Source: an optimization exercise on an open RTL-to-GDS flow (aim: small area). Production flows keep margins and buffers that such runs may drop.
At most, simulation tests tie the RTL to the original design; equivalence was not proved.
No functional check of the RTL was part of runs 2, 3 and 5.
Power figures rest on the tool's default switching activity, not on a simulated workload.

$ cat constraint.sdc
create_clock -name core_clock -period 14.0 [get_ports {clk}]
set_input_delay 2.8000 -clock core_clock [delete_from_list [all_inputs] [get_ports {clk}]]
set_output_delay 2.8000 -clock core_clock [all_outputs]
set_load 0.01 [all_outputs]
$ cat flow/post.ys
# Re-map the combinational logic of the standard synthesis netlist for area.
# Registers, full adders and tie cells are kept exactly as synthesis made them.
read_liberty -ignore_miss_func @LIB@
read_verilog @IN@
hierarchy -top main_module
blackbox sky130_fd_sc_hd__dfxtp_1 sky130_fd_sc_hd__edfxtp_1 sky130_fd_sc_hd__fa_1
flatten
opt -purge
abc -liberty @LIB@ @DONTUSE@ -script +strash;dc2;dch,-f;amap;topo
opt_clean -purge
setundef -zero
hilomap -singleton -hicell sky130_fd_sc_hd__conb_1 HI -locell sky130_fd_sc_hd__conb_1 LO
insbuf -buf sky130_fd_sc_hd__buf_1 A X
splitnets
opt_clean -purge
check
tee -o post_stat.log stat -liberty @LIB@
write_verilog -noattr -nohex -nodec @OUT@
$ cat config.mk
export PLATFORM = sky130hd
export DESIGN_NAME = main_module
export DESIGN_NICKNAME = main_module
export VERILOG_FILES = /design/flow/design.v
export SDC_FILE = /design/flow/constraint.sdc
export NUM_CORES = 4
export LEC_CHECK = 0
export ABC_AREA = 0
export CAP_MARGIN = 20
export CORE_MARGIN = 2
export CORE_UTILIZATION = 40
export PLACE_DENSITY = 0.6
export SLEW_MARGIN = 20
$ cat design.v
`timescale 1ns / 1ps
module rca #(parameter W = 8) (input [W-1:0] a, input [W-1:0] b, input ci, output [W-1:0] s);
    wire [W:0] c;
    assign c[0] = ci;
    genvar i;
    generate for (i = 0; i < W; i = i + 1) begin : g
        assign s[i] = a[i] ^ b[i] ^ c[i];
        assign c[i+1] = (a[i] & b[i]) | (c[i] & (a[i] ^ b[i]));
    end endgenerate
endmodule
module main_module(
    input clk,
    input rst,
    input DIP,
    output [15:0] ROM_Address,
    input  [7:0]  ROM_Data,
    output VGA_VSync,
    output VGA_HSync,
    output [1:0] VGA_R,
    output [1:0] VGA_G,
    output [1:0] VGA_B
    );
    function ge11;
        input [10:0] x;
        input [10:0] k;
        integer i;
        reg c;
        begin
            c = 1'b1;
            for (i = 0; i < 11; i = i + 1)
                c = k[i] ? (x[i] & c) : (x[i] | c);
            ge11 = c;
        end
    endfunction
    reg [1:0] ph;
    always @(posedge clk)
        if (rst) ph <= 0; else ph <= ph + 1'b1;
    wire ce = ph[1] & ph[0];
    reg sel;
    always @(posedge clk) sel <= DIP;
    reg [10:0] H, V;
    reg HS, VS, HVO, VVO;
    wire hw = sel ? (H == 11'd1054) : (H == 11'd798);           
    wire vw = sel ? (hw ? (V == 11'd626) : (V == 11'd627))
                  : (hw ? (V == 11'd522) : (V == 11'd523));     
    wire [11:0] hc;
    wire [11:0] vc;
    wire [10:0] hi, vi;
    assign hc[0] = ce;
    assign vc[0] = ce & hw;
    genvar gi;
    generate for (gi = 0; gi < 11; gi = gi + 1) begin : cnt
        assign hi[gi] = H[gi] ^ hc[gi];
        assign hc[gi+1] = H[gi] & hc[gi];
        assign vi[gi] = V[gi] ^ vc[gi];
        assign vc[gi+1] = V[gi] & vc[gi];
    end endgenerate
    wire hclr = rst | (ce & hw);
    wire vclr = rst | (ce & vw);
    wire hs_n = sel ? (ge11(H, 11'd839) & ~ge11(H, 11'd967)) : (ge11(H, 11'd655) & ~ge11(H, 11'd751));
    wire vs_n = sel ? (ge11(V, 11'd600) & ~ge11(V, 11'd604)) : (ge11(V, 11'd490) & ~ge11(V, 11'd492));
    wire hvo_n = sel ? ~ge11(H, 11'd799) : ~ge11(H, 11'd639);
    wire vvo_n = sel ? ~ge11(V, 11'd599) : ~ge11(V, 11'd479);
    always @(posedge clk) begin
        H <= hclr ? 11'd0 : hi;
        V <= vclr ? 11'd0 : vi;
        if (rst) begin
            HS <= 1; VS <= 1; HVO <= 1; VVO <= 1;
        end else if (ce) begin
            HS <= ~hs_n; VS <= ~vs_n; HVO <= hvo_n; VVO <= vvo_n;
        end
    end
    assign VGA_HSync = HS;
    assign VGA_VSync = VS;
    wire [10:0] X = {1'b0, H[9:0]};
    wire [10:0] Y = {1'b0, V[9:0]};
    wire winx = sel ? (ge11(X, 11'd288) & ~ge11(X, 11'd512)) : (ge11(X, 11'd208) & ~ge11(X, 11'd432));
    wire winy = sel ? (ge11(Y, 11'd188) & ~ge11(Y, 11'd412)) : (ge11(Y, 11'd128) & ~ge11(Y, 11'd352));
    wire win = HVO & VVO & winx & winy;
    reg f1, f2, m1, m2, rflag;
    always @(posedge clk) begin
        rflag <= rst;
        f2 <= f1; m2 <= m1;
        if (rst) begin
            f1 <= 0;
        end else if (ce) begin
            f1 <= win; m1 <= sel;
        end
    end
    wire p0s = ~ph[1] & ~ph[0];
    wire f = p0s ? f2 : f1;
    wire m = p0s ? m2 : m1;
    wire km = ~ph[1] & ph[0];         
    wire kz = ph[1] & ~ph[0];         
    wire [7:0] xk = m ? (p0s ? 8'd223 : 8'd224) : (p0s ? 8'd47 : 8'd48);
    wire [7:0] xx;
    rca #(8) u_xx (.a(H[7:0]), .b(xk), .ci(1'b0), .s(xx));
    wire [7:0] yk = m ? (km ? 8'd67 : kz ? 8'd68 : 8'd69) : (km ? 8'd127 : kz ? 8'd128 : 8'd129);
    wire [7:0] z;
    rca #(8) u_z (.a(V[7:0]), .b(yk), .ci(1'b0), .s(z));
    wire zs = km & (&z);
    wire [10:0] w;
    rca #(11) u_w (.a({z, xx[7:5]}), .b(~{{3{zs}}, z}), .ci(1'b1), .s(w));
    wire [15:0] fa = {w, xx[4:0]};
    wire [15:0] fz = km ? 16'hFF21 : kz ? 16'd1 : 16'd225;
    assign ROM_Address = rflag ? 16'd0 : f ? fa : fz;
    reg [7:0] p0;
    reg [7:0] e1, e2;
    reg [8:0] u1, u2;
    reg litp, lit;
    wire [7:0] q0 = ROM_Data;
    wire [8:0] u0;                        
    rca #(9) u_d0 (.a({1'b0, p0}), .b({1'b0, ~q0}), .ci(1'b1), .s(u0));
    wire [8:0] d0 = {~u0[8], u0[7:0]};
    wire [9:0] e0;
    rca #(10) u_e0 (.a({p0, 2'b00}), .b(~{d0[8], d0}), .ci(1'b1), .s(e0));
    wire [9:0] e2f = {e2, u2[1] ^ u2[0], u2[0]};
    wire [10:0] Sx;
    rca #(11) u_sx (.a({1'b0, e0}), .b(~{1'b0, e2f}), .ci(1'b1), .s(Sx));
    wire [9:0] ya = {1'b0, u0};
    wire [9:0] yb2 = {u1, 1'b0};
    wire [9:0] yc = {1'b0, u2};
    wire [9:0] ys_ = ya ^ yb2 ^ yc;
    wire [9:0] yc_ = (ya & yb2) | (ya & yc) | (yb2 & yc);
    wire [10:0] Su;
    rca #(11) u_sy (.a({1'b0, ys_}), .b({yc_, 1'b0}), .ci(1'b0), .s(Su));
    wire [10:0] Sy = {~Su[10], Su[9:0]};
    wire [11:0] M;
    rca #(12) u_m (.a({Sx[10], Sx}), .b({Sy[10], Sy}), .ci(1'b0), .s(M));
    wire nx = Sx[10], ny = Sy[10];
    wire inx = (Sx[10:4] == 7'b1110000) & (~Sx[3] | (Sx[2:0] == 3'd0));
    wire iny = (Sy[10:4] == 7'b1110000) & (~Sy[3] | (Sy[2:0] == 3'd0));
    wire [8:0] P = ny ? Sx[8:0] : Sy[8:0];
    wire [3:0] r1;
    rca #(4) u_r1 (.a({1'b0, P[2:0]}), .b({1'b0, P[8:6]}), .ci(1'b0), .s(r1));
    wire [4:0] D;                       
    rca #(5) u_dd (.a({1'b0, r1}), .b(~{2'b00, P[5:3]}), .ci(1'b1), .s(D));
    wire mge742 = M[11] ? ge11(M[10:0], 11'h51A) : 1'b1;
    wire mge734 = M[11] ? ge11(M[10:0], 11'h522) : 1'b1;
    reg tok;
    always @(*) begin
        case ({M[2:1], D})
            {2'd0, 5'd25}: tok = 1;
            {2'd0, 5'd26}: tok = 1;
            {2'd0, 5'd27}: tok = 1;
            {2'd0, 5'd28}: tok = 1;
            {2'd0, 5'd29}: tok = 1;
            {2'd0, 5'd30}: tok = 0;
            {2'd0, 5'd31}: tok = 0;
            {2'd0, 5'd0}: tok = 1;
            {2'd0, 5'd1}: tok = 1;
            {2'd0, 5'd2}: tok = 1;
            {2'd0, 5'd3}: tok = 1;
            {2'd0, 5'd4}: tok = 1;
            {2'd0, 5'd5}: tok = 1;
            {2'd0, 5'd6}: tok = 1;
            {2'd0, 5'd7}: tok = 0;
            {2'd0, 5'd8}: tok = 0;
            {2'd0, 5'd9}: tok = 1;
            {2'd0, 5'd10}: tok = 1;
            {2'd0, 5'd11}: tok = 1;
            {2'd0, 5'd12}: tok = 1;
            {2'd0, 5'd13}: tok = 1;
            {2'd0, 5'd14}: tok = 1;
            {2'd1, 5'd25}: tok = 0;
            {2'd1, 5'd26}: tok = 0;
            {2'd1, 5'd27}: tok = 0;
            {2'd1, 5'd28}: tok = 0;
            {2'd1, 5'd29}: tok = 0;
            {2'd1, 5'd30}: tok = 0;
            {2'd1, 5'd31}: tok = 0;
            {2'd1, 5'd0}: tok = 1;
            {2'd1, 5'd1}: tok = 0;
            {2'd1, 5'd2}: tok = 0;
            {2'd1, 5'd3}: tok = 0;
            {2'd1, 5'd4}: tok = 0;
            {2'd1, 5'd5}: tok = 0;
            {2'd1, 5'd6}: tok = 0;
            {2'd1, 5'd7}: tok = 0;
            {2'd1, 5'd8}: tok = 0;
            {2'd1, 5'd9}: tok = 1;
            {2'd1, 5'd10}: tok = 0;
            {2'd1, 5'd11}: tok = 0;
            {2'd1, 5'd12}: tok = 0;
            {2'd1, 5'd13}: tok = 0;
            {2'd1, 5'd14}: tok = 0;
            {2'd2, 5'd25}: tok = 1;
            {2'd2, 5'd26}: tok = 0;
            {2'd2, 5'd27}: tok = 0;
            {2'd2, 5'd28}: tok = 0;
            {2'd2, 5'd29}: tok = 0;
            {2'd2, 5'd30}: tok = 0;
            {2'd2, 5'd31}: tok = 0;
            {2'd2, 5'd0}: tok = 1;
            {2'd2, 5'd1}: tok = 1;
            {2'd2, 5'd2}: tok = 1;
            {2'd2, 5'd3}: tok = 0;
            {2'd2, 5'd4}: tok = 0;
            {2'd2, 5'd5}: tok = 0;
            {2'd2, 5'd6}: tok = 0;
            {2'd2, 5'd7}: tok = 0;
            {2'd2, 5'd8}: tok = 0;
            {2'd2, 5'd9}: tok = 1;
            {2'd2, 5'd10}: tok = 1;
            {2'd2, 5'd11}: tok = 1;
            {2'd2, 5'd12}: tok = 0;
            {2'd2, 5'd13}: tok = 0;
            {2'd2, 5'd14}: tok = 0;
            {2'd3, 5'd25}: tok = 1;
            {2'd3, 5'd26}: tok = 1;
            {2'd3, 5'd27}: tok = 1;
            {2'd3, 5'd28}: tok = 0;
            {2'd3, 5'd29}: tok = 0;
            {2'd3, 5'd30}: tok = 0;
            {2'd3, 5'd31}: tok = 0;
            {2'd3, 5'd0}: tok = 1;
            {2'd3, 5'd1}: tok = 1;
            {2'd3, 5'd2}: tok = 1;
            {2'd3, 5'd3}: tok = 1;
            {2'd3, 5'd4}: tok = 1;
            {2'd3, 5'd5}: tok = 0;
            {2'd3, 5'd6}: tok = 0;
            {2'd3, 5'd7}: tok = 0;
            {2'd3, 5'd8}: tok = 0;
            {2'd3, 5'd9}: tok = 1;
            {2'd3, 5'd10}: tok = 1;
            {2'd3, 5'd11}: tok = 1;
            {2'd3, 5'd12}: tok = 1;
            {2'd3, 5'd13}: tok = 1;
            {2'd3, 5'd14}: tok = 0;
            default: tok = 1'b0;
        endcase
    end
    wire lit_n = (nx & ny) ? ~(inx & iny) : (nx ^ ny) ? (mge734 | (mge742 & tok)) : 1'b0;
    always @(posedge clk) begin
        p0 <= ROM_Data;
        litp <= lit_n;
        if (ph == 2'd2) begin e1 <= e0[9:2]; e2 <= e1; u1 <= u0; u2 <= u1; end
        if (ph == 2'd3) lit <= litp;
    end
    wire on = win & lit;
    assign VGA_R = {on, on};
    assign VGA_G = {on, on};
    assign VGA_B = {on, on};
endmodule
$ cat flow/run.sh
#!/bin/bash
# Standard synthesis, then an area re-mapping of its combinational logic (registers
# untouched) and an adder polarity pass, then the standard layout with the smallest
# buffer on the ports and a lean clock tree.
set -euo pipefail
export BUFFER_PORTS_ARGS="-buffer_cell sky130_fd_sc_hd__buf_1"
export CTS_ARGS="-sink_clustering_enable -repair_clock_nets -buf_list sky130_fd_sc_hd__clkbuf_4 -sink_clustering_size 8 -sink_clustering_max_diameter 60 -dont_use_dummy_load"
bash standard.sh synth > synth.log 2>&1
R=$(pwd)/orfs/results/sky130hd/main_module/base
LIB=$FLOW_HOME/platforms/sky130hd/lib/sky130_fd_sc_hd__tt_025C_1v80.lib
YOSYS=$(command -v yosys || echo $FLOW_HOME/../tools/install/yosys/bin/yosys)
DU=""
for c in $(sed -n '/DONT_USE_CELLS/,/^#/p' $FLOW_HOME/platforms/sky130hd/config.mk | grep -o 'sky130_fd_sc_hd__[a-z0-9_]*'); do DU="$DU -dont_use $c"; done
cp $R/1_2_yosys.v std_netlist.v
sed -e "s#@LIB@#$LIB#g" -e "s#@IN@#std_netlist.v#" -e "s#@OUT@#remapped.v#" -e "s#@DONTUSE@#$DU#" flow/post.ys > post_run.ys
$YOSYS -s post_run.ys > post_yosys.log 2>&1
python3 flow/polar.py remapped.v polar.v > polar.log 2>&1
cp polar.v $R/1_2_yosys.v
rm -f $R/1_synth.odb
bash standard.sh > standard.log 2>&1
$ cat flow/polar.py
#!/usr/bin/env python3
# Inverter-aware polarity choice for full adders in a mapped sky130hd netlist.
# A full adder is self-dual: FA(~a,~b,~c) = (~sum, ~cout). For each fa_1 the script
# picks the polarity that needs the fewest inverters, then rebuilds all inverters.
import re, sys, collections
src = open(sys.argv[1]).read()
out_path = sys.argv[2]
cell_re = re.compile(r'^\s*(sky130_fd_sc_hd__\w+)\s+(\S+)\s*\((.*?)\);\s*$', re.S | re.M)
pin_re = re.compile(r'\.(\w+)\(\s*(.*?)\s*\)\s*(?:,|$)', re.S)
mod_start = src.index('module ')
cells = []
for m in cell_re.finditer(src):
    pins = [(p, n.strip()) for p, n in pin_re.findall(m.group(3))]
    cells.append([m.group(1), m.group(2), pins, m.start(), m.end()])
OUTP = {'X', 'Y', 'Q', 'Q_N', 'SUM', 'COUT', 'HI', 'LO'}
outports = set()
for m in re.finditer(r'^\s*output\s+(\[[^\]]*\])?\s*([^;]+);', src, re.M):
    for n in m.group(2).split(','):
        outports.add(n.strip())
def portbase(net):
    return re.sub(r'\s*\[\d+\]$', '', net).strip()
isinv = lambda t: re.match(r'sky130_fd_sc_hd__(clk)?inv_\d+$', t) is not None
driver = {}
for i, c in enumerate(cells):
    for p, n in c[2]:
        if p in OUTP: driver[n] = i
# inverters that drive output ports are kept as ordinary cells
fixed_inv = set()
for i, c in enumerate(cells):
    if isinv(c[0]):
        y = dict(c[2])['Y']
        if portbase(y) in outports: fixed_inv.add(i)
removable = set(i for i, c in enumerate(cells) if isinv(c[0]) and i not in fixed_inv)
def lit(net):
    par = 0
    seen = 0
    while net in driver and driver[net] in removable:
        net = dict(cells[driver[net]][2])['A']; par ^= 1
        seen += 1
        if seen > 50: break
    return net, par
fa = [i for i, c in enumerate(cells) if c[0] == 'sky130_fd_sc_hd__fa_1' and not any(n.startswith("1'") or n == '' for p, n in c[2])]
x = {i: 0 for i in fa}
faout = {}   # root net -> fa index
for i in fa:
    for p, n in cells[i][2]:
        if p in ('SUM', 'COUT'): faout[n] = i
# loads: (cell index, pin, root, parity)
loads = collections.defaultdict(list)
for i, c in enumerate(cells):
    if i in removable: continue
    for p, n in c[2]:
        if p in OUTP or n.startswith("1'") or n == '': continue
        r, par = lit(n)
        loads[r].append((i, p, par))
def prov(r):
    return x[faout[r]] if r in faout else 0
def need_inv(r):
    pr = prov(r)
    for i, p, par in loads[r]:
        req = par ^ (x[i] if i in x else 0)
        if req != pr: return 1
    return 0
roots_of = collections.defaultdict(set)
for r, ls in loads.items():
    for i, p, par in ls:
        if i in x: roots_of[i].add(r)
for r, i in faout.items(): roots_of[i].add(r)
cost0 = sum(need_inv(r) for r in loads)
improved = True
it = 0
while improved and it < 50:
    improved = False; it += 1
    for i in fa:
        rs = roots_of[i]
        before = sum(need_inv(r) for r in rs)
        x[i] ^= 1
        after = sum(need_inv(r) for r in rs)
        if after < before: improved = True
        else: x[i] ^= 1
# a short annealing pass from the greedy result (deterministic seed)
import random
rnd = random.Random(1)
best = dict(x); cur = sum(need_inv(r) for r in loads); bestc = cur
T = 1.0
for step in range(20000):
    if not fa: break
    i = fa[rnd.randrange(len(fa))]
    rs = roots_of[i]
    before = sum(need_inv(r) for r in rs)
    x[i] ^= 1
    after = sum(need_inv(r) for r in rs)
    d = after - before
    if d <= 0 or rnd.random() < pow(2.718, -d / T):
        cur += d
        if cur < bestc: bestc = cur; best = dict(x)
    else:
        x[i] ^= 1
    T = max(0.05, T * 0.9997)
x = best
cost1 = sum(need_inv(r) for r in loads)
# rebuild
newinv = {}
wires = []
conn = {}  # (cell index, pin) -> net
for r, ls in loads.items():
    pr = prov(r)
    for i, p, par in ls:
        req = par ^ (x[i] if i in x else 0)
        if req == pr: conn[(i, p)] = r
        else:
            if r not in newinv:
                w = 'pol_n%d' % len(newinv)
                newinv[r] = w; wires.append(w)
            conn[(i, p)] = newinv[r]
pieces = []
last = 0
for i, c in enumerate(cells):
    pieces.append(src[last:c[3]])
    last = c[4]
    if i in removable: continue
    pins = []
    for p, n in c[2]:
        if (i, p) in conn: n = conn[(i, p)]
        pins.append('    .%s(%s )' % (p, n))
    pieces.append('  %s %s (\n%s\n  );' % (c[0], c[1], ',\n'.join(pins)))
pieces.append(src[last:])
body = ''.join(pieces)
# the root of a flipped adder output carries the complement: nets keep their names
insts = ''.join('  sky130_fd_sc_hd__inv_1 pol_i%d (\n    .A(%s ),\n    .Y(%s )\n  );\n' % (k, r, w) for k, (r, w) in enumerate(newinv.items()))
decl = ''.join('  wire %s;\n' % w for w in wires)
k = body.index(';', body.index('module ')) + 1
body = body[:k] + '\n' + decl + body[k:]
body = body.replace('endmodule', insts + 'endmodule', 1)
open(out_path, 'w').write(body)
print('inverters: removable %d, needed before %d, after %d, flipped %d of %d adders' % (len(removable), cost0, cost1, sum(x.values()), len(fa)))
$ cat standard.sh
#!/bin/bash
# synth_recipe.tcl (not shown) runs the flow's synth.tcl, then flattens the netlist and writes it again
# the make line also repeats each setting of config.mk as NAME=value (left out here)
make -C /OpenROAD-flow-scripts/flow DESIGN_CONFIG=/design/flow/config.mk WORK_HOME=/design/flow/orfs CLKGATE_MAP_FILE= SYNTH_SCRIPT=/design/flow/synth_recipe.tcl "${@:-finish}"
==> run notes, run 1 <==
The final hold violation count came out at 0. The ratio of cells with drive above 1 in the final layout was 1.97%. The kind of cell with the highest combined delay along the critical path is adder cells. Leaving out fill and tap cells, the most frequent cells in the layout are inv_1, fa_1, nor2_1. Before CTS, the worst setup slack after placement is 2.82 ns. Leakage component of the power: 2.14 nW. Leaving out fill and tap cells, the most frequent cell in the layout is inv_1. Setup repair after global routing left no endpoint under its margin. Detailed-router iteration count before antenna repair: 4.

The average instance area after synthesis was 9.89 um^2; the total area of multi-input combinational cells was 2810 um^2. Fill cells in the final layout number 1234. Max-cap violations in this run came to 0. The detail route stage leaves a number of antenna-violating nets equal to 0. For the pin with the worst max-slew slack, the measured transition is 0.978 ns. The placer's final routability congestion estimate came out at 0.873. For the combined global-route utilization of all metal layers, the log shows 16.8%. Delay of the slowest cell on the worst path: 0.58 ns.

The run gives 40.8% as the initial core utilization. The tools report the capture point of the critical path as litp. The floorplan core area was 12600 um^2. The run gives 2 as the largest buffer count on any clock path.

The sum of negative setup slack was 0 ns. Power spread over the standard cell area amounts to 174 nW/um^2. For the worst setup path, the data arrival time is 11.04 ns. The floorplan step defined a die boundary enclosing 13700 um^2.

The routed design has 10.5 mm of wire. The tools report the total of warnings raised by yosys as 1. The number of top-level design ports was 35. The buffer cell driving the clock tree root is clkbuf_4.

The category of the most critical setup path is input port to register. For this design, the CTS-stage hold fixing added 0 buffers. Compared with the post-synthesis result, the final layout area differs by 7.94%. The clock period could shrink to 10.72 ns. Setup slack on the worst reg-to-reg path comes out at 5.39 ns.

The tightest min-delay check is of the register to register type. The critical path starts at ROM_Data[1]. The die boundary height came out at 117 um.

The number of levels the H-tree was split into was 3. Detail-routed via count per cell: 5.03. In the final layout, flip-flops and latches occupy 1920 um^2. After clock tree synthesis, the clock-pin slew on the worst setup and hold paths is 0.12 ns. The endpoint kind of the worst setup timing path was a register. The run finished with no timing, DRC or antenna violations. The net count of the finished layout is 644. The synthesized netlist occupies a cell area of 5120 um^2.

The count of instances resized after the clock tree is built was 0; the highest net fanout along the worst path was 11. Measured on the finished design, the core utilization comes to 44.0%. The logs give 0 for the number of antenna violations at the first check in global routing and 3.28 ns for the final setup slack of the worst path.

The logs give 36 for the pin count of the biggest net entering global routing and 3621 for the number of global-route vias before repair. The number of rows in the core area came out at 41. In this run the tool buffered the top-level ports with 34 buffer cells. The worst register-to-register path begins at p0[0]. TritonCTS built the clock tree. In this run the tightest slew margin relative to its limit is 34.7%. The critical path runs through a total of 30 cells. Setup violations remaining at the end of the flow were counted as 0. The terminus of the critical flop-to-flop path was litp.

The number of placed instances, taps included, is 720. The average detailed-routed wire length per instance was 14.4 um. For this run, design rule violations remaining after detail routing come to 0.

The critical hold path startpoint was f1. The die is 117 um wide. Net count of the mapped netlist: 603. The number of clock buffers added by TritonCTS is 9.

The largest individual stage delay along the critical path comes from the cell fa_1. Number of buffers and inverters on the critical path: 5. The first-pass GRT wire length was 17.5 mm. The logs give 78 for the number of clock sinks and 14.33 ns for the data required time of the critical path.

The initial detailed-routing violation count was 226; the number of cells on the worst reg-to-reg path was 30. The run gives 119 uV as the maximum resistive drop on vdd. In this design, the critical path's most frequently occurring cell is fa_1. The number of antenna diodes in the final layout is 0.

For the total grt overflow, the log shows 0. Synthesis produced 518 cells. The count of cells in the finished layout, fillers not included, comes to 729. Summed over all nets, the half-perimeter wirelength after detailed placement is 8.54 mm. The clock latency of the later-clocked register in the worst-skew pair was 0.43 ns; the number of max-slew violations in the final report was 0.

The sort of element at the start of the critical path was an input port. After layout, the design draws a total of 0.960 mW. For this block, the via count after detailed routing is 3665. Once the clock tree was built, the setup fixing pass inserted 0 buffers. The achievable clock frequency was 0.0933 GHz; the portion of the clock cycle consumed by the worst path in the final layout was 76.5%.

The tools report the final clock skew as 0.0278 ns.
## final cells by class
class | instances | share of cell area (%)
flip-flops and latches | 78 | 34.8
clock buffers | 9 | 1.22
well taps | 172 | 3.89
repair buffers | 35 | 2.44
multi-input cells | 334 | 50.8
inverters | 101 | 6.86
## state kept, by name (all words and copies together), names as in the netlist, 2 cells and up
name / flops
u2: 9
ph: 2
u1: 9
e2: 8
H: 11
e1: 8
p0: 8
V: 11
## stage by stage
step	hold slack, ns	cell area (um^2)
after global placement	0.398	5460
after floorplan	0.377	5120
final	0.415	5530
after global routing	0.430	5530
after CTS	0.416	5530
after detailed placement	0.397	5460
## worst min path at each step
stage,end,slack [ns],cells after the start
2_1_floorplan,f2,0.38,0
4_1_cts,f2,0.42,0
3_5_place_dp,f2,0.40,0
5_1_grt,f2,0.43,0
3_3_place_gp,f2,0.40,0
6_report,f2,0.42,0
## worst reg2reg max path, delay by kind of cell (launching register included)
family / cells / cell delay, ns
fa+ha+maj: 14 / 6.05
compound gates: 5 / 1.03
simple gates: 7 / 0.59
flops: 1 / 0.35
buf+inv: 4 / 0.49
## routing by layer
layer | part of all wire (%) | global-route usage [%] | vias to the layer above
met5 | 0 | 0 | -
li1 | - | - | 1799
met4 | 1.4 | 4.31 | 0
met3 | 3.9 | 5.25 | 9
met2 | 51 | 28.8 | 67
met1 | 43 | 20.7 | 1790
## power by group
part           internal [mW]  total (mW)  switching, mW  leakage [nW]
clock                 0.0299      0.0991         0.0692        0.0414
combinational          0.248       0.598          0.350          1.42
sequential             0.256       0.263        0.00744         0.675
==> run 2: changes to the inputs <==
--- a/design.v
+++ b/design.v
@@ -41,3 +41,3 @@
     reg [10:0] H, V;
-    reg HS, VS, HVO, VVO;
+    reg HS, VS;
     wire hw = sel ? (H == 11'd1054) : (H == 11'd798);           
@@ -61,4 +61,2 @@
     wire vs_n = sel ? (ge11(V, 11'd600) & ~ge11(V, 11'd604)) : (ge11(V, 11'd490) & ~ge11(V, 11'd492));
-    wire hvo_n = sel ? ~ge11(H, 11'd799) : ~ge11(H, 11'd639);
-    wire vvo_n = sel ? ~ge11(V, 11'd599) : ~ge11(V, 11'd479);
     always @(posedge clk) begin
@@ -67,5 +65,5 @@
         if (rst) begin
-            HS <= 1; VS <= 1; HVO <= 1; VVO <= 1;
+            HS <= 1; VS <= 1;
         end else if (ce) begin
-            HS <= ~hs_n; VS <= ~vs_n; HVO <= hvo_n; VVO <= vvo_n;
+            HS <= ~hs_n; VS <= ~vs_n;
         end
@@ -78,3 +76,3 @@
     wire winy = sel ? (ge11(Y, 11'd188) & ~ge11(Y, 11'd412)) : (ge11(Y, 11'd128) & ~ge11(Y, 11'd352));
-    wire win = HVO & VVO & winx & winy;
+    wire win = ~H[10] & ~V[10] & winx & winy;
     reg f1, f2, m1, m2, rflag;
--- a/flow/run.sh
+++ b/flow/run.sh
@@ -6,3 +6,3 @@
 export BUFFER_PORTS_ARGS="-buffer_cell sky130_fd_sc_hd__buf_1"
-export CTS_ARGS="-sink_clustering_enable -repair_clock_nets -buf_list sky130_fd_sc_hd__clkbuf_4 -sink_clustering_size 8 -sink_clustering_max_diameter 60 -dont_use_dummy_load"
+export CTS_ARGS="-sink_clustering_enable -repair_clock_nets -buf_list sky130_fd_sc_hd__clkbuf_8 -dont_use_dummy_load"
 bash standard.sh synth > synth.log 2>&1
==> run 2 against run 1 <==
  * Highest routed layer unchanged
  * Synthesized cell count is 5.6% lower
  * Still clean on timing, DRC and antenna
  * Critical path depth is 5 lower
  * Clock power is 31% higher
  * Cell count is 4.7% lower
  * Count of clock-buffer cells in the layout stayed put
  * Largest cell class unchanged
  * Non-clock buffer count is 1 lower
  * Sequential power is 3% lower
  * Register-to-register slack better by 0.30 ns
  * Fmax is 2.4% higher
  * Worst setup slack better by 0.25 ns
==> run notes, run 2 <==
The portion of the clock cycle consumed by the worst path in the final layout is 74.7% (-1.8 points), and the antenna cell count is 0 (unchanged). For the clock latency of the later-clocked register in the worst-skew pair, the log shows 0.36 ns (-0.07 ns). The number of buffers inserted during clock tree synthesis was 9 (unchanged). The cell count after synthesis was 489 (-5.6%); the synthesis-to-finish area growth was 9.10%. The critical hold path startpoint was f1. The first-pass GRT wire length was 16.6 mm (-5.3%). For the detailed-router iteration count before antenna repair, the log shows 5 (+1).

The tools report the max-cap check violation count as 0 (unchanged). In this run the worst hold path is classified as register to register. The largest registers in the layout are H (11), V (11). The final clock skew came out at 0.0211 ns (-0.00673 ns). Final hold slack: 0.401 ns (-0.0146 ns). The die boundary height is 115 um (-1.7%).

The data required time of the critical path was 14.28 ns (-0.05 ns). For the remaining antenna violation count after routing, the log shows 0 (unchanged). In this run the critical register-to-register path is launched from p0[0]. For the largest buffer count on any clock path, the log shows 2 (unchanged). In the layout the commonest cells are inv_1, fa_1, nor2_1. For the number of remaining DRC errors, the log shows 0 (unchanged). The die width came out at 115 um (-1.7%). The library cell used most frequently in the layout, excluding fill and tap cells, is inv_1. The placer's final routability congestion estimate is 0.903 (+3.4%), and the sum of negative setup slack is 0 ns (unchanged).

The number of antenna violations at the first check in global routing was 0 (unchanged). Tracing the worst setup path back leads to its startpoint at ROM_Data[0]. The buffer cell driving the clock tree root is clkbuf_8.

The run gives 10.74 ns (-0.30 ns) as the data arrival time of the critical path. The max-slew headroom at the worst pin is 31.9% (-2.8 points). The run gives 36 (unchanged) as the pin count of the biggest net entering global routing. The average detailed-routed wire length per instance is 13.7 um (-4.8%), and the ratio of cells with drive above 1 in the final layout is 1.90% (-0.077 points). The sort of element at the start of the critical path is an input port. Setup repair after global routing left no endpoint under its margin. The final hold violation count was 0 (unchanged).

The tools report the number of nets in the final layout as 614 (-4.7%). The total die area came out at 13300 um^2 (-3.3%). The run finished with no timing, DRC or antenna violations. The cell area after synthesis is 4950 um^2 (-3.4%), and the total of warnings raised by yosys is 1 (unchanged). Number of max-slew violations in the final report: 0 (unchanged).

The count of instances resized after the clock tree is built came out at 0 (unchanged). The pin slew with the least headroom to its limit is 1.02 ns (+0.0419 ns), and the highest net fanout along the worst path is 11 (unchanged). The detail-routed via count per cell works out to 4.91 (-2.4%). The hold buffer count at CTS was 0 (unchanged); the placed wire-length estimate after detailed placement was 7.68 mm (-10%). The combined global-route utilization of all metal layers was 16.0% (-0.81 points); the detailed-route via count was 3411 (-6.9%).

The logs give 1144 (-7.3%) for the number of inserted filler cells in the final layout and 122 uV (+2.9%) for the maximum resistive drop on vdd. The placed instance area is 5270 um^2 (-3.5%), and the number of rows in the core area is 40 (-2.4%). The tools report the initial detailed-routing violation count as 161 (-29%). For the number of levels the H-tree was split into, the log shows 3 (unchanged).

Achievable clock frequency: 0.0956 GHz (+2.4%). Number of global-route vias before repair: 3529 (-2.5%). The total setup violations reported at the end of the flow is 0 (unchanged), and the power density over cell area is 180 nW/um^2 (+3.8%). STA classifies the critical path endpoint as a register.

The net count of the mapped netlist is 574 (-4.8%), and the placement-stage worst setup slack is 3.21 ns (+0.388 ns). The final design instance area without fill came out at 5400 um^2 (-2.4%). TritonCTS built the clock tree. The clock period minus final worst setup slack is 10.46 ns (-0.253 ns), and the detailed-route wire length is 9.51 mm (-9.3%).

The post-CTS setup buffer count was 0 (unchanged); the number of top-level design ports was 35 (unchanged). Clock slew seen by the registers of the worst setup and hold paths: 0.07 ns (-0.05 ns). The average instance area after synthesis is 10.1 um^2 (+2.3%), and the total grt overflow is 0 (unchanged).

The final setup slack of the worst path is 3.54 ns (+0.253 ns). The run gives 12100 um^2 (-4.0%) as the floorplan core area. The number of placed instances, taps included was 686 (-4.7%).

The setup path with the least slack is of type input port to register. The total of buffers placed on input and output ports is 34 (unchanged). For the leakage component of the power, the log shows 2.04 nW (-4.5%).

The logs give 695 (-4.7%) for the final standard cell count with taps included and fillers excluded and 41.0% (+0.25 points) for the initial core utilization. The tools report the number of clock sinks as 76 (-2.6%).
[run 2: path summary, 6_finish.rpt]
| path | end | slack [ns] | cells after the start |
|---|---|---|---|
| worst max-delay path | litp | 3.54 | 25 |
| worst min-delay path | f2 | 0.40 | 0 |
| worst max register to register | litp | 5.69 | 25 |
| worst min register to register | f2 | 0.40 | 0 |
[run 2: power breakdown]
part           internal [mW]  switching [mW]  total [mW]
registers              0.250         0.00651       0.256
clock network         0.0574          0.0722       0.130
logic                  0.244           0.343       0.586
[run 2: critical path, stage by stage]
cell	delay, ns
buf_1	0.10
nand2_1	0.09
fa_1	0.38
fa_1	0.39
fa_1	0.39
fa_1	0.39
fa_1	0.38
fa_1	0.58
fa_1	0.47
fa_1	0.45
fa_1	0.40
fa_1	0.40
fa_1	0.53
inv_1	0.28
o22ai_1	0.16
fa_1	0.43
inv_1	0.08
fa_1	0.44
fa_1	0.65
nor2_1	0.09
nor3_1	0.26
o22ai_1	0.11
a22oi_1	0.19
o21ai_0	0.11
a31oi_1	0.17
[run 2: cell type report]
cell class                 instances  area, um^2  area share [%]
multi-input combinational        314        2700            50.0
sequential                        76        1880            34.9
inverter                          94         353            6.54
tap                              168         210            3.89
timing repair buffer              34         128            2.36
clock buffer                       9         124            2.29
[run 2: stage by stage]
step                utilization, %  total power [mW]
detailed placement            43.7             0.848
finish                        44.8             0.972
floorplan                        -             0.716
global placement              43.7             0.824
CTS                           44.8             0.981
global route                  44.8              1.08
[run 2: per-layer routing]
metal,vias up,wire (um),track usage (%),share of wire [%]
met5,-,0,0,0
met4,0,111,4.10,1.2
met3,10,347,4.38,3.7
met2,66,4540,26.0,48
met1,1639,4510,21.4,47
li1,1696,-,-,-
==> run 3: changes to the inputs <==
--- a/flow/run.sh
+++ b/flow/run.sh
@@ -6,3 +6,3 @@
 export BUFFER_PORTS_ARGS="-buffer_cell sky130_fd_sc_hd__buf_1"
-export CTS_ARGS="-sink_clustering_enable -repair_clock_nets -buf_list sky130_fd_sc_hd__clkbuf_8 -dont_use_dummy_load"
+export CTS_ARGS="-sink_clustering_enable -repair_clock_nets -buf_list sky130_fd_sc_hd__clkbuf_4 -sink_clustering_size 6 -sink_clustering_max_diameter 50 -dont_use_dummy_load"
 bash standard.sh synth > synth.log 2>&1
==> run 3 against run 2 <==
  * Routed wire length shrank 0.39%
  * Via count shrank 0.76%
  * Sequential power is essentially flat
  * Highest routed layer unchanged
==> run notes, run 3 <==
The number of rows in the core area is 40 (unchanged). Number of nets in the final layout: 614 (unchanged). Placer's final routability congestion estimate: 0.903 (unchanged).

The highest net fanout along the worst path is 11 (unchanged). Cell at the slowest stage of the critical path: fa_1. In this run the critical register-to-register path is launched from p0[0]. The max-slew headroom at the worst pin was 32.4% (+0.51 points). The run gives 0 (unchanged) as the total setup violations reported at the end of the flow. Leaving out fill and tap cells, the most frequent cells in the layout are inv_1, fa_1, nor2_1.

The run gives 0.44 ns (+0.08 ns) as the clock latency of the later-clocked register in the worst-skew pair. For the total die area, the log shows 13300 um^2 (unchanged). The pin slew with the least headroom to its limit is 1.01 ns (-0.00760 ns), and the detailed-router iteration count before antenna repair is 4 (-1). By instance count, the cell type seen most on the critical path is fa_1. Met3 track utilization from global routing: 3.27% (-1.1 points). TritonCTS built the clock tree.

Initial core utilization: 41.0% (unchanged). Final hold slack: 0.404 ns (+0.00355 ns). The logs give 3.21 ns (unchanged) for the placement-stage worst setup slack and 0 (unchanged) for the antenna cell count. The data arrival time of the critical path is 10.73 ns (about the same).

The die width is 115 um (unchanged). Among cell families on the critical path, the largest total delay comes from adder cells. The most congested layer reported by global routing is met2. The endpoint kind of the worst setup timing path is a register.

For the data required time of the critical path, the log shows 14.36 ns (+0.08 ns). The run gives 123 uV (+0.58%) as the maximum resistive drop on vdd. The detail-routed via count per cell was 4.87 (-0.76%). Category of the most critical setup path: input port to register.

The run gives 5270 um^2 (unchanged) as the placed instance area. The cell depth of the worst hold path was 0 (unchanged); the global-route met2 utilization was 26.0% (unchanged). Compared with the post-synthesis result, the final layout area differs by 7.97%. The delay of the slowest cell on the worst path was 0.64 ns (about the same); the number of levels the H-tree was split into was 3 (unchanged). For the total of warnings raised by yosys, the log shows 1 (unchanged).

The detailed-route via count is 3385 (-0.76%), and the final setup slack of the worst path is 3.63 ns (+0.0928 ns). The portion of the clock cycle consumed by the worst path in the final layout was 74.1% (-0.66 points); the remaining antenna violation count after routing was 0 (unchanged). The final hold violation count came out at 0 (unchanged). The number of top-level design ports came out at 35 (unchanged). The path with the worst hold slack has its endpoint at f2. The tools report the combined global-route utilization of all metal layers as 16.0% (+0.034 points). Hold buffer count at CTS: 0 (unchanged).

The detailed-route wire length is 9.47 mm (-0.39%). Max-cap check violation count: 0 (unchanged). The tools report the cell count after synthesis as 489 (unchanged).

The number of clock sinks was 76 (unchanged); the cell area after synthesis was 4950 um^2 (unchanged). The achievable clock frequency was 0.0964 GHz (+0.89%). The average instance area after synthesis came out at 10.1 um^2 (unchanged). The endpoint identified for the worst register-to-register timing path is litp. The floorplan core area came out at 12100 um^2 (unchanged). The buffer cell driving the clock tree root was clkbuf_4. The number of cells on the worst reg-to-reg path was 25 (unchanged); the ratio of cells with drive above 1 in the final layout was 1.90% (unchanged). In this run the most critical hold path is launched from f1. The tools report the met1 global-route usage as 21.3% (-0.10 points). The initial detailed-routing violation count was 169 (+5.0%). The power density over cell area was 176 nW/um^2 (-2.4%); the net count of the mapped netlist was 574 (unchanged). The number of remaining DRC errors is 0 (unchanged), and the clock slew seen by the registers of the worst setup and hold paths is 0.10 ns (+0.03 ns).

The tools report the count of instances resized after the clock tree is built as 0 (unchanged). The number of global-route vias before repair was 3533 (+0.11%). The path class of the tightest hold or removal check is register to register. The pin count of the biggest net entering global routing is 36 (unchanged). The logic depth of the worst setup path including buffers works out to 25 (unchanged).

The die boundary height was 115 um (unchanged). The sort of element at the start of the critical path was an input port. The final design instance area without fill was 5340 um^2 (-1.0%); the average detailed-routed wire length per instance was 13.6 um (-0.39%). The number of inserted filler cells in the final layout came out at 1149 (+0.44%).

The number of buffers and inverters on the critical path works out to 3 (unchanged). The run finished with no timing, DRC or antenna violations. The total of buffers placed on input and output ports was 34 (unchanged). The clock period minus final worst setup slack is 10.37 ns (-0.0928 ns). The number of max-slew violations in the final report was 0 (unchanged).

For the largest buffer count on any clock path, the log shows 2 (unchanged). For the placed wire-length estimate after detailed placement, the log shows 7.68 mm (unchanged). The library cell used most frequently in the layout, excluding fill and tap cells, is inv_1. The final clock skew is 0.0319 ns (+0.0108 ns), and the reg-to-reg setup timing slack is 5.69 ns (about the same). For the total grt overflow, the log shows 0 (unchanged).

The run gives 9 (unchanged) as the number of buffers inserted during clock tree synthesis. Setup repair after global routing left no endpoint under its margin. The leakage component of the power is 2.02 nW (-1.1%), and the first-pass GRT wire length is 16.6 mm (unchanged).

In the final layout, the registers with the most flip-flops are H (11), V (11). The post-CTS setup buffer count came out at 0 (unchanged). The sum of negative setup slack was 0 ns (unchanged); the number of antenna violations at the first check in global routing was 0 (unchanged).
-- run 3: layer usage --
layer / vias up / share of wire [%] / routed length (um)
li1: 1698 / - / -
met1: 1611 / 46 / 4400
met2: 59 / 48 / 4530
met3: 17 / 3.7 / 354
met4: 0 / 2.0 / 188
met5: - / 0 / 0
-- run 3: area by class of cell --
| type | instances | area [um^2] | share of cell area, % |
|---|---|---|---|
| clock buffer | 9 | 67.6 | 1.26 |
| inverter | 94 | 353 | 6.61 |
| multi-input combinational | 314 | 2700 | 50.6 |
| sequential | 76 | 1880 | 35.2 |
| tap | 168 | 210 | 3.94 |
| timing repair buffer | 34 | 128 | 2.39 |
-- run 3: worst max path at each step --
stage | from | end | slack [ns]
floorplan | ROM_Data[1] | litp | 3.81
detailed placement | ROM_Data[1] | litp | 3.21
global placement | ROM_Data[1] | litp | 3.46
finish | ROM_Data[0] | litp | 3.63
CTS | ROM_Data[0] | litp | 3.67
global route | ROM_Data[0] | litp | 3.20
-- run 3: through the flow --
step                utilization [%]  instances  power [mW]
finish                         44.3        695       0.939
global route                   44.3        695        1.05
CTS                            44.3        695       0.949
detailed placement             43.7        686       0.848
global placement               43.7        686       0.824
floorplan                         -        489       0.716
-- run 3: power by group --
| part | switching, mW | internal (mW) | total, mW | leakage, nW |
|---|---|---|---|---|
| Combinational | 0.342 | 0.243 | 0.585 | 1.32 |
| Sequential | 0.00650 | 0.250 | 0.256 | 0.659 |
| Clock | 0.0677 | 0.0299 | 0.0976 | 0.0414 |
==> run 4: changes to the inputs <==
--- a/design.v
+++ b/design.v
@@ -41,3 +41,3 @@
     reg [10:0] H, V;
-    reg HS, VS;
+    reg VS;
     wire hw = sel ? (H == 11'd1054) : (H == 11'd798);           
@@ -59,3 +59,2 @@
     wire vclr = rst | (ce & vw);
-    wire hs_n = sel ? (ge11(H, 11'd839) & ~ge11(H, 11'd967)) : (ge11(H, 11'd655) & ~ge11(H, 11'd751));
     wire vs_n = sel ? (ge11(V, 11'd600) & ~ge11(V, 11'd604)) : (ge11(V, 11'd490) & ~ge11(V, 11'd492));
@@ -65,8 +64,9 @@
         if (rst) begin
-            HS <= 1; VS <= 1;
+            VS <= 1;
         end else if (ce) begin
-            HS <= ~hs_n; VS <= ~vs_n;
+            VS <= ~vs_n;
         end
     end
-    assign VGA_HSync = HS;
+    wire hs_l = m1 ? (ge11(H, 11'd840) & ~ge11(H, 11'd968)) : (ge11(H, 11'd656) & ~ge11(H, 11'd752));
+    assign VGA_HSync = ~hs_l;
     assign VGA_VSync = VS;
--- a/flow/run.sh
+++ b/flow/run.sh
@@ -6,3 +6,3 @@
 export BUFFER_PORTS_ARGS="-buffer_cell sky130_fd_sc_hd__buf_1"
-export CTS_ARGS="-sink_clustering_enable -repair_clock_nets -buf_list sky130_fd_sc_hd__clkbuf_4 -sink_clustering_size 6 -sink_clustering_max_diameter 50 -dont_use_dummy_load"
+export CTS_ARGS="-sink_clustering_enable -repair_clock_nets -buf_list sky130_fd_sc_hd__clkbuf_8 -dont_use_dummy_load"
 bash standard.sh synth > synth.log 2>&1
==> run 4 against run 3 <==
  * Register-to-register slack lost 0.31 ns
  * Routed wire length grew 4.0%
  * Synthesized area shrank 0.40%
  * Combinational power shrank 6.0%
  * Sequential cell count shrank 1
  * Sequential share of layout area shrank 0.62 points
  * Sequential power shrank 2%
  * Synthesized cell count shrank 0.41%
  * Final area grew 0.70%
  * Clock skew shrank 0.014 ns
  * Utilization grew 0.50 points
==> run notes, run 4 <==
The flow ran to the end and the layout has no timing, DRC or antenna violations. Most used cell along the critical path: fa_1. Cell area after synthesis: 4930 um^2 (-0.40%).

Highest net fanout along the worst path: 11 (unchanged). The final core utilization came out at 44.8% (+0.50 points). The hold buffer count at CTS is 0 (unchanged), and the floorplan core area is 12000 um^2 (-0.42%).

The max-cap check violation count is 0 (unchanged). The final standard cell count with taps included and fillers excluded was 674 (-3.0%); the delay of the slowest cell on the worst path was 0.58 ns (-0.06 ns). In this run the critical register-to-register path is captured at litp. The average instance area after synthesis is 10.1 um^2 (about the same).

The tools report the number of global-route vias before repair as 3504 (-0.82%). The run gives 487 (-0.41%) as the cell count after synthesis. For the clock latency of the later-clocked register in the worst-skew pair, the log shows 0.36 ns (-0.08 ns). The number of top-level design ports is 35 (unchanged), and the initial detailed-routing violation count is 174 (+3.0%). The tools report the data arrival time of the critical path as 11.01 ns (+0.28 ns). The post-CTS setup buffer count is 0 (unchanged), and the portion of the clock cycle consumed by the worst path in the final layout is 77.0% (+2.9 points). Cell at the slowest stage of the critical path: fa_1. For the detailed-route wire length, the log shows 9.85 mm (+4.0%).

The number of nets in the final layout is 614 (unchanged), and the number of placed instances, taps included is 664 (-3.2%). The total setup violations reported at the end of the flow was 0 (unchanged). The combined global-route utilization of all metal layers was 16.8% (+0.81 points).

For the first-pass GRT wire length, the log shows 17.0 mm (+2.7%). The library cell used most frequently in the layout, excluding fill and tap cells, is inv_1. For the pin count of the biggest net entering global routing, the log shows 38 (+5.6%). The number of inserted filler cells in the final layout was 1156 (+0.61%); the initial core utilization was 41.0% (about the same).

The placed wire-length estimate after detailed placement is 8.11 mm (+5.6%), and the detailed-route via count is 3429 (+1.3%). The number of buffers inserted during clock tree synthesis is 9 (unchanged). The total grt overflow is 0 (unchanged). The largest buffer count on any clock path was 2 (unchanged); the ratio of cells with drive above 1 in the final layout was 2.28% (+0.38 points). Power density over cell area: 173 nW/um^2 (-1.5%). The area taken by flip-flops and latches was 1860 um^2 (-1.1%). The worst setup path is launched from an input port. The count of instances resized after the clock tree is built came out at 0 (unchanged).

The tools report the antenna cell count as 0 (unchanged). The run gives 48.6% (+16 points) as the max-slew headroom at the worst pin. The sum of internal, switching and leakage power came out at 0.931 mW (-0.82%). Setup repair after global routing left no endpoint under its margin.

The cell depth of the worst hold path came out at 0 (unchanged). The number of antenna violations at the first check in global routing was 0 (unchanged); the clock slew seen by the registers of the worst setup and hold paths was 0.07 ns (-0.03 ns). The reg-to-reg setup timing slack came out at 5.38 ns (-0.31 ns).

Kind of path behind the tightest hold check: register to register. Total of buffers placed on input and output ports: 34 (unchanged). The number of levels the H-tree was split into came out at 3 (unchanged). TritonCTS built the clock tree.

For the total of warnings raised by yosys, the log shows 1 (unchanged). The worst hold path terminates at f2. The run gives 14.23 ns (-0.13 ns) as the data required time of the critical path.

The largest registers in the layout are H (11), V (11). The number of max-slew violations in the final report is 0 (unchanged). The number of clock sinks is 75 (-1.3%), and the number of remaining DRC errors is 0 (unchanged). The run gives 0 (unchanged) as the remaining antenna violation count after routing. The sum of negative setup slack was 0 ns (unchanged). The number of cells on the worst reg-to-reg path came out at 29 (+16%). The placer's final routability congestion estimate is 0.869 (-3.7%). The tools report the worst flop-to-flop path startpoint as p0[0].

The tree is rooted in a clkbuf_8. The average detailed-routed wire length per instance was 14.6 um (+7.3%); the detail-routed via count per cell was 5.09 (+4.5%). Compared with the post-synthesis result, the final layout area differs by 9.17%. In this run the most critical hold path is launched from f1. The worst setup path is captured at a register.

For the total die area, the log shows 13200 um^2 (-0.39%). The die width was 115 um (-0.20%); the detailed-router iteration count before antenna repair was 4 (unchanged). The maximum resistive drop on vdd was 77.2 uV (-37%). The critical path is of the input port to register type. The die boundary height is 115 um (-0.20%), and the number of rows in the core area is 40 (unchanged).

In the layout the commonest cells are inv_1, fa_1, nor2_1. The final clock skew was 0.0182 ns (-0.0136 ns); the leakage component of the power was 2.06 nW (+2.3%). The pin slew with the least headroom to its limit works out to 0.765 ns (-0.247 ns). The net count of the mapped netlist is 572 (-0.35%), and the clock period minus final worst setup slack is 10.78 ns (+0.407 ns).

The achievable clock frequency was 0.0928 GHz (-3.8%). The final hold violation count is 0 (unchanged), and the total area of multi-input combinational cells is 2700 um^2 (unchanged).
run 4: changes by cell type in the layout (fill, tap and decap cells not counted), sizes merged, moves of 3 or more:
cell	before	now
a31oi	16	2
nor2	63	70
a211oi	8	14
nor3	19	14
nand4	6	2
o22ai	9	5
a41oi	0	3
nand2	40	43
nor2b	4	1
or2	5	2
run 4: power breakdown:
part	total [mW]	internal (mW)	switching (mW)
Clock	0.130	0.0574	0.0723
Sequential	0.252	0.245	0.00631
Combinational	0.550	0.237	0.313
Total	0.931	0.540	0.391
run 4: through the flow:
step,setup slack (ns),instance area [um^2],hold slack (ns)
global route,2.74,5380,0.421
CTS,3.20,5360,0.407
detailed placement,2.82,5240,0.397
floorplan,3.46,4930,0.377
finish,3.22,5380,0.404
global placement,3.04,5240,0.401
run 4: critical path, delay by kind of cell:
| family | cells | cell delay [ns] |
|---|---|---|
| adders and majority gates | 14 | 6.13 |
| AOI/OAI and AO/OA | 6 | 0.72 |
| and+or+nand+nor | 3 | 0.69 |
| buffers and inverters | 6 | 0.65 |
run 4: worst max-delay path by stage:
| stage | to | slack [ns] | startpoint | depth (start not counted) |
|---|---|---|---|---|
| 6_report | litp | 3.22 | ROM_Data[1] | 29 |
| 5_1_grt | litp | 2.74 | ROM_Data[1] | 28 |
| 4_1_cts | litp | 3.20 | ROM_Data[1] | 29 |
| 3_5_place_dp | litp | 2.82 | ROM_Data[1] | 29 |
| 3_3_place_gp | litp | 3.04 | ROM_Data[1] | 29 |
| 2_1_floorplan | litp | 3.46 | ROM_Data[1] | 28 |
run 4: routing by layer:
layer	track usage, %	part of all wire (%)	up-vias
met2	26.1	47	62
met1	23.1	47	1657
li1	-	-	1696
met5	0	0	-
met3	3.69	4.0	14
met4	6.91	2.0	0
run 4: final cells by class:
class,count,area share [%]
multi-input cells,313,50.2
repair buffers,36,2.88
well taps,147,3.42
flip-flops and latches,75,34.6
inverters,94,6.56
clock buffers,9,2.30
==> run 5: changes to the inputs <==
--- a/design.v
+++ b/design.v
@@ -125,4 +125,4 @@
     wire [10:0] Sy = {~Su[10], Su[9:0]};
-    wire [11:0] M;
-    rca #(12) u_m (.a({Sx[10], Sx}), .b({Sy[10], Sy}), .ci(1'b0), .s(M));
+    wire [10:0] U;
+    rca #(11) u_m (.a({Sx[10], Sx[10:1]}), .b({Sy[10], Sy[10:1]}), .ci(Sx[0]), .s(U));
     wire nx = Sx[10], ny = Sy[10];
@@ -135,7 +135,7 @@
     rca #(5) u_dd (.a({1'b0, r1}), .b(~{2'b00, P[5:3]}), .ci(1'b1), .s(D));
-    wire mge742 = M[11] ? ge11(M[10:0], 11'h51A) : 1'b1;
-    wire mge734 = M[11] ? ge11(M[10:0], 11'h522) : 1'b1;
+    wire mge742 = U[10] ? ge11({1'b0, U[9:0]}, 11'h28D) : 1'b1;    
+    wire mge734 = U[10] ? ge11({1'b0, U[9:0]}, 11'h291) : 1'b1;    
     reg tok;
     always @(*) begin
-        case ({M[2:1], D})
+        case ({U[1:0], D})
             {2'd0, 5'd25}: tok = 1;
==> run 5 against run 4 <==
  * Cell count up 5.5%
  * First-iteration DRC count shrank 6.9%
  * Sequential cell count did not move
  * Non-clock buffer count is the same
  * Count of clock-buffer cells in the layout stayed put
  * Utilization rose by 0.40 points
  * Synthesized area up 1.4%
  * Largest cell class unchanged
  * Largest power group unchanged
==> run notes, run 5 <==
The number of cells on the worst reg-to-reg path came out at 29 (unchanged). The number of remaining DRC errors was 0 (unchanged). The most used cell along the critical path was fa_1. The data arrival time of the critical path is 11.04 ns (+0.03 ns). The number of nets in the final layout was 630 (+2.6%).

The largest registers in the layout are H (11), V (11). For the post-CTS setup buffer count, the log shows 0 (unchanged). The ratio of cells with drive above 1 in the final layout works out to 2.21% (-0.067 points). The detailed-route wire length was 10.1 mm (+2.8%).

Initial detailed-routing violation count: 162 (-6.9%). The cell depth of the worst hold path works out to 0 (unchanged). The total grt overflow was 0 (unchanged). The maximum resistive drop on vdd is 144 uV (+87%). The data required time of the critical path was 14.22 ns (about the same); the synthesis-to-finish area growth was 9.57%.

The delay of the slowest cell on the worst path came out at 0.56 ns (-0.02 ns). The cell at the slowest stage of the critical path is fa_1. The number of rows in the core area is 40 (unchanged). Setup repair after global routing left no endpoint under its margin. The kind of cell with the highest combined delay on the critical path is adder cells. The most common library cell in the layout ignoring fill and taps is inv_1.

The final clock skew came out at 0.00619 ns (-0.0120 ns). The logs give 0.35 ns (about the same) for the clock latency of the later-clocked register in the worst-skew pair and 8.36 mm (+3.0%) for the placed wire-length estimate after detailed placement. The placer's final routability congestion estimate was 0.867 (-0.20%). The min-delay analysis places its worst path in the category register to register. The tools report the cell count after synthesis as 503 (+3.3%). The portion of the clock cycle consumed by the worst path in the final layout is 77.3% (+0.35 points), and the initial core utilization is 41.2% (+0.22 points). Number of antenna violations at the first check in global routing: 0 (unchanged).

The final hold violation count was 0 (unchanged); the cell area after synthesis was 4990 um^2 (+1.4%). Pin slew with the least headroom to its limit: 0.782 ns (+0.0165 ns). The tools report the count of instances resized after the clock tree is built as 0 (unchanged).

The remaining antenna violation count after routing is 0 (unchanged). For the number of placed instances, taps included, the log shows 701 (+5.6%). The hold buffer count at CTS is 0 (unchanged). The first-pass GRT wire length is 17.5 mm (+2.6%), and the number of clock sinks is 75 (unchanged).

STA classifies the critical path endpoint as a register. The die width is 116 um (+0.66%), and the average instance area after synthesis is 9.93 um^2 (-1.9%). The run gives 13400 um^2 (+1.3%) as the total die area. The clock period minus final worst setup slack was 10.83 ns (+0.0487 ns).

Detailed-route via count: 3495 (+1.9%). The tools report the detailed-router iteration count before antenna repair as 4 (unchanged). The antenna cell count is 0 (unchanged).

The number of top-level design ports is 35 (unchanged), and the number of levels the H-tree was split into is 3 (unchanged). The total of buffers placed on input and output ports is 34 (unchanged), and the number of buffers inserted during clock tree synthesis is 9 (unchanged). The die boundary height works out to 116 um (+0.66%).

Clock tree synthesis selected as its root buffer the cell clkbuf_8. Number of buffers and inverters on the critical path: 5 (-1). The final standard cell count with taps included and fillers excluded came out at 711 (+5.5%). The tools report the number of global-route vias before repair as 3658 (+4.4%). The final hold slack is 0.419 ns (+0.0145 ns), and the achievable clock frequency is 0.0924 GHz (-0.45%). In the layout the commonest cells are inv_1, fa_1, nor2_1. The worst setup path is launched from an input port. The leakage component of the power is 2.12 nW (+2.5%), and the average detailed-routed wire length per instance is 14.2 um (-2.5%).

The number of inserted filler cells in the final layout is 1177 (+1.8%). TritonCTS built the clock tree. The power density over cell area is 181 nW/um^2 (+4.6%), and the highest net fanout along the worst path is 12 (+1). The run gives 12100 um^2 (+0.83%) as the floorplan core area. The category of the most critical setup path is input port to register.

The sum of negative setup slack was 0 ns (unchanged). The placed instance area is 5330 um^2 (+1.8%). The logs give 0 (unchanged) for the number of max-slew violations in the final report and 588 (+2.8%) for the net count of the mapped netlist.

The final design instance area without fill is 5470 um^2 (+1.7%). For the total setup violations reported at the end of the flow, the log shows 0 (unchanged). The total area of multi-input combinational cells is 2770 um^2 (+2.5%), and the clock slew seen by the registers of the worst setup and hold paths is 0.07 ns (about the same). The logs give 47.4% (-1.2 points) for the max-slew headroom at the worst pin and 1860 um^2 (unchanged) for the area taken by flip-flops and latches. The combined global-route utilization of all metal layers came out at 17.0% (+0.18 points). The pin count of the biggest net entering global routing was 38 (unchanged).

The run finished with no timing, DRC or antenna violations. The total of warnings raised by yosys was 1 (unchanged); the largest buffer count on any clock path was 2 (unchanged). The logic depth of the worst setup path including buffers was 29 (unchanged); the detail-routed via count per cell was 4.92 (-3.4%). The max-cap check violation count was 0 (unchanged).
## run 5: cell type report
cell class	instances	area share, %
Clock buffer	9	2.26
Inverter	94	6.45
Multi-Input combinational cell	329	50.6
Sequential cell	75	34.0
Tap cell	168	3.84
Timing Repair Buffer	36	2.83
## run 5: report_power, final
group | switching, mW | leakage (nW) | internal [mW]
clock network | 0.0716 | 0.0647 | 0.0574
logic | 0.356 | 1.40 | 0.254
registers | 0.00695 | 0.650 | 0.246
## run 5: routing by layer
metal | up-vias | global-route usage, % | wire length [um]
li1 | 1734 | - | -
met1 | 1682 | 22.6 | 4740
met2 | 62 | 27.8 | 4820
met3 | 17 | 3.56 | 384
met4 | 0 | 6.11 | 186
met5 | - | 0 | 0
## run 5: worst register-to-register path: cells and delay by family, from the launching register on
kind	cells	cell delay [ns]
adder cells (fa/ha/maj)	14	6.07
AND/OR/NAND/NOR	7	0.98
buffers and inverters	4	0.52
AO/OA/AOI/OAI	4	0.61
flip-flops	1	0.33
## run 5: worst paths after layout
| kind | startpoint | endpoint | slack (ns) |
|---|---|---|---|
| max | ROM_Data[1] | litp | 3.17 |
| min | e1[4] | e2[4] | 0.42 |
| max reg2reg | p0[0] | litp | 5.36 |
| min reg2reg | e1[4] | e2[4] | 0.42 |
## run 5: metrics by stage
stage	setup slack [ns]	util (%)	power [mW]
CTS	3.18	45.0	1.00
detailed placement	2.83	44.0	0.868
global placement	3.08	44.0	0.841
floorplan	3.52	-	0.722
global route	2.70	45.2	1.10
finish	3.17	45.2	0.991
==> run 6: changes to the inputs <==
--- a/design.v
+++ b/design.v
@@ -125,4 +125,4 @@
     wire [10:0] Sy = {~Su[10], Su[9:0]};
-    wire [10:0] U;
-    rca #(11) u_m (.a({Sx[10], Sx[10:1]}), .b({Sy[10], Sy[10:1]}), .ci(Sx[0]), .s(U));
+    wire [11:0] M;
+    rca #(12) u_m (.a({Sx[10], Sx}), .b({Sy[10], Sy}), .ci(1'b0), .s(M));
     wire nx = Sx[10], ny = Sy[10];
@@ -135,7 +135,7 @@
     rca #(5) u_dd (.a({1'b0, r1}), .b(~{2'b00, P[5:3]}), .ci(1'b1), .s(D));
-    wire mge742 = U[10] ? ge11({1'b0, U[9:0]}, 11'h28D) : 1'b1;    
-    wire mge734 = U[10] ? ge11({1'b0, U[9:0]}, 11'h291) : 1'b1;    
+    wire mge742 = M[11] ? ge11(M[10:0], 11'h51A) : 1'b1;
+    wire mge734 = M[11] ? ge11(M[10:0], 11'h522) : 1'b1;
     reg tok;
     always @(*) begin
-        case ({U[1:0], D})
+        case ({M[2:1], D})
             {2'd0, 5'd25}: tok = 1;
--- a/flow/run.sh
+++ b/flow/run.sh
@@ -1,5 +1,6 @@
 #!/bin/bash
-# Standard synthesis, then an area re-mapping of its combinational logic (registers
-# untouched) and an adder polarity pass, then the standard layout with the smallest
-# buffer on the ports and a lean clock tree.
+# Standard synthesis, then an area re-mapping of its combinational logic (registers,
+# full adders and tie cells untouched; the smallest of a few ABC scripts is kept) and
+# a full-adder polarity pass, then the standard layout with the smallest buffer on the
+# ports and a lean clock tree.
 set -euo pipefail
@@ -14,5 +15,16 @@
 cp $R/1_2_yosys.v std_netlist.v
-sed -e "s#@LIB@#$LIB#g" -e "s#@IN@#std_netlist.v#" -e "s#@OUT@#remapped.v#" -e "s#@DONTUSE@#$DU#" flow/post.ys > post_run.ys
-$YOSYS -s post_run.ys > post_yosys.log 2>&1
-python3 flow/polar.py remapped.v polar.v > polar.log 2>&1
+R2="balance;rewrite;refactor;balance;rewrite;rewrite,-z;balance;refactor,-z;rewrite,-z;balance"
+SCRIPTS=("+strash;dc2;dch,-f;amap;topo" "+strash;dch,-f;amap;topo" "+strash;dc2;dch,-f;amap;strash;dch,-f;amap;topo" "+strash;$R2;dch,-f;amap;topo" "+strash;ifraig;dc2;dch,-f;amap;topo" "+strash;dc2;$R2;dc2;dch,-f;amap;topo")
+best=""; besta=1e30
+for i in "${!SCRIPTS[@]}"; do
+  sed -e "s#@LIB@#$LIB#g" -e "s#@IN@#std_netlist.v#" -e "s#@OUT@#remapped_$i.v#" -e "s#@DONTUSE@#$DU#" \
+      -e "s#@SCRIPT@#${SCRIPTS[$i]}#" -e "s#@STAT@#post_stat_$i.log#" flow/post.ys > post_run_$i.ys
+  if $YOSYS -s post_run_$i.ys > post_yosys_$i.log 2>&1; then
+    a=$(grep "Chip area" post_stat_$i.log | awk '{print $NF}')
+    echo "script $i area $a" >> post_select.log
+    if python3 -c "import sys; sys.exit(0 if float('$a') < float('$besta') else 1)"; then besta=$a; best=$i; fi
+  fi
+done
+echo "kept script $best area $besta" >> post_select.log
+python3 flow/polar.py remapped_$best.v polar.v > polar.log 2>&1
 cp polar.v $R/1_2_yosys.v
--- a/flow/post.ys
+++ b/flow/post.ys
@@ -8,3 +8,3 @@
 opt -purge
-abc -liberty @LIB@ @DONTUSE@ -script +strash;dc2;dch,-f;amap;topo
+abc -liberty @LIB@ @DONTUSE@ -script @SCRIPT@
 opt_clean -purge
@@ -16,3 +16,3 @@
 check
-tee -o post_stat.log stat -liberty @LIB@
+tee -o @STAT@ stat -liberty @LIB@
 write_verilog -noattr -nohex -nodec @OUT@
==> run 6 against run 5 <==
  * Combinational power is 14% lower
  * Sequential share of layout area rose by 0.70 points
  * Cell count decreased by 4.6%
==> run notes, run 6 <==
The number of antenna violations at the first check in global routing was 0 (unchanged). TritonCTS built the clock tree. The met1 global-route usage came out at 21.8% (-0.75 points).

The largest registers in the layout are H (11), V (11). The worst register-to-register path ends at litp. The average detailed-routed wire length per instance was 14.4 um (+1.2%). Hold buffer count at CTS: 0 (unchanged).

The post-CTS setup buffer count came out at 0 (unchanged). The path with the worst hold slack has its endpoint at e2[3]. The clock latency of the later-clocked register in the worst-skew pair was 0.35 ns (about the same). The most common library cell in the layout ignoring fill and taps was inv_1.

The final clock skew is 0.0231 ns (+0.0169 ns). Setup repair after global routing left no endpoint under its margin. The run gives 1 (unchanged) as the total of warnings raised by yosys. The run finished with no timing, DRC or antenna violations. The total grt overflow was 0 (unchanged); the number of top-level design ports was 35 (unchanged). The combined global-route utilization of all metal layers came out at 16.5% (-0.56 points).

The number of clock sinks is 75 (unchanged), and the cell count after synthesis is 492 (-2.2%). Average instance area after synthesis: 9.98 um^2 (+0.52%). For the number of buffers inserted during clock tree synthesis, the log shows 9 (unchanged). The endpoint kind of the worst setup timing path was a register. The run gives 5.80 ns (+0.44 ns) as the reg-to-reg setup timing slack.

The most numerous cell type found on the critical path is fa_1. The kind of path behind the tightest hold check was register to register. For the antenna cell count, the log shows 0 (unchanged). The tools report the number of remaining DRC errors as 0 (unchanged). Initial detailed-routing violation count: 219 (+35%). The power density over cell area came out at 169 nW/um^2 (-6.5%). The logs give 4 (unchanged) for the detailed-router iteration count before antenna repair and 2.07 nW (-2.3%) for the leakage component of the power. Count of instances resized after the clock tree is built: 0 (unchanged). The buffer cell driving the clock tree root is clkbuf_8.

Number of cells on the worst reg-to-reg path: 29 (unchanged). The top cell types in the final layout, fill and taps aside, are inv_1, fa_1, nor2_1. The run gives 0 (unchanged) as the number of max-slew violations in the final report.

For the data arrival time of the critical path, the log shows 10.65 ns (-0.39 ns). The die boundary height is 115 um (-0.81%), and the portion of the clock cycle consumed by the worst path in the final layout is 74.3% (-3.0 points). Number of nets in the final layout: 618 (-1.9%).

The critical hold path startpoint is e1[3]. The total of buffers placed on input and output ports came out at 34 (unchanged). The tools report the placer's final routability congestion estimate as 0.882 (+1.7%). The highest net fanout along the worst path is 11 (-1).

The max-cap check violation count was 0 (unchanged). For the achievable clock frequency, the log shows 0.0962 GHz (+4.1%). The run gives 16.6 mm (-5.2%) as the first-pass GRT wire length.

The worst flop-to-flop path startpoint is p0[0]. The ratio of cells with drive above 1 in the final layout came out at 2.07% (-0.14 points). The logs give 58.5% (+11 points) for the max-slew headroom at the worst pin and 668 (-4.7%) for the number of placed instances, taps included. The number of rows in the core area was 40 (unchanged).

Relative to the synthesized area, the layout overhead comes to 9.20%. The maximum resistive drop on vdd was 136 uV (-6.0%); the die width was 115 um (-0.81%). The critical path in this run is classified as input port to register.

The final hold violation count was 0 (unchanged); the detailed-route wire length was 9.77 mm (-3.5%). Final standard cell count with taps included and fillers excluded: 678 (-4.6%). The pin count of the biggest net entering global routing is 38 (unchanged), and the sum of negative setup slack is 0 ns (unchanged). The slowest stage of the critical path belongs to the cell fa_1. The floorplan core area was 12000 um^2 (-0.83%). For the met3 track utilization from global routing, the log shows 4.11% (+0.56 points). The logs give 0 (unchanged) for the remaining antenna violation count after routing and 26.7% (-1.2 points) for the global-route met2 utilization.

The clock slew seen by the registers of the worst setup and hold paths was 0.08 ns (about the same); the number of global-route vias before repair was 3416 (-6.6%). The cell depth of the worst hold path was 0 (unchanged). The sort of element at the start of the critical path was an input port.
## run 6: worst max path at each step
stage | startpoint | end | slack [ns] | cells after the start
global placement | ROM_Data[1] | litp | 3.43 | 28
floorplan | ROM_Data[1] | litp | 3.87 | 27
finish | ROM_Data[0] | litp | 3.60 | 29
global route | ROM_Data[1] | litp | 3.23 | 28
detailed placement | ROM_Data[1] | litp | 3.26 | 29
CTS | ROM_Data[0] | litp | 3.63 | 29
## run 6: where the power goes
| part | switching (mW) | internal [mW] |
|---|---|---|
| combinational | 0.305 | 0.223 |
| clock | 0.0705 | 0.0573 |
| sequential | 0.00722 | 0.245 |
## run 6: metrics by stage
| stage | hold slack (ns) | worst slack [ns] | area [um^2] | power, mW |
|---|---|---|---|---|
| after global routing | 0.414 | 3.23 | 5360 | 1.01 |
| after global placement | 0.402 | 3.43 | 5210 | 0.771 |
| after detailed placement | 0.405 | 3.26 | 5210 | 0.790 |
| after CTS | 0.405 | 3.63 | 5340 | 0.922 |
| after floorplan | 0.373 | 3.87 | 4910 | 0.674 |
| final | 0.404 | 3.60 | 5360 | 0.908 |
## run 6: routing by layer
layer	up-vias	wire length [um]
li1	1684	-
met3	8	352
met2	70	4840
met1	1618	4450
met4	0	129
met5	-	0
## run 6: cell type report
type	count	area [um^2]
fill	1151	6650
multi-input combinational	315	2670
sequential	75	1860
inverter	97	364
tap	147	184
timing repair buffer	35	155
clock buffer	9	124
## run 6: critical path, delay by kind of cell
family,cells,cell delay [ns]
buffers and inverters,5,0.62
AND/OR/NAND/NOR,3,0.26
adder cells (fa/ha/maj),14,6.11
AO/OA/AOI/OAI,7,0.84

Check on run 6: ideal ports give 3.601 ns setup slack; a clkbuf_16 on the clock port and buf_2 on the inputs give 3.614 ns; moving port delays by the midpoint clock arrival (0.380 ns) as well gives 3.234 ns.
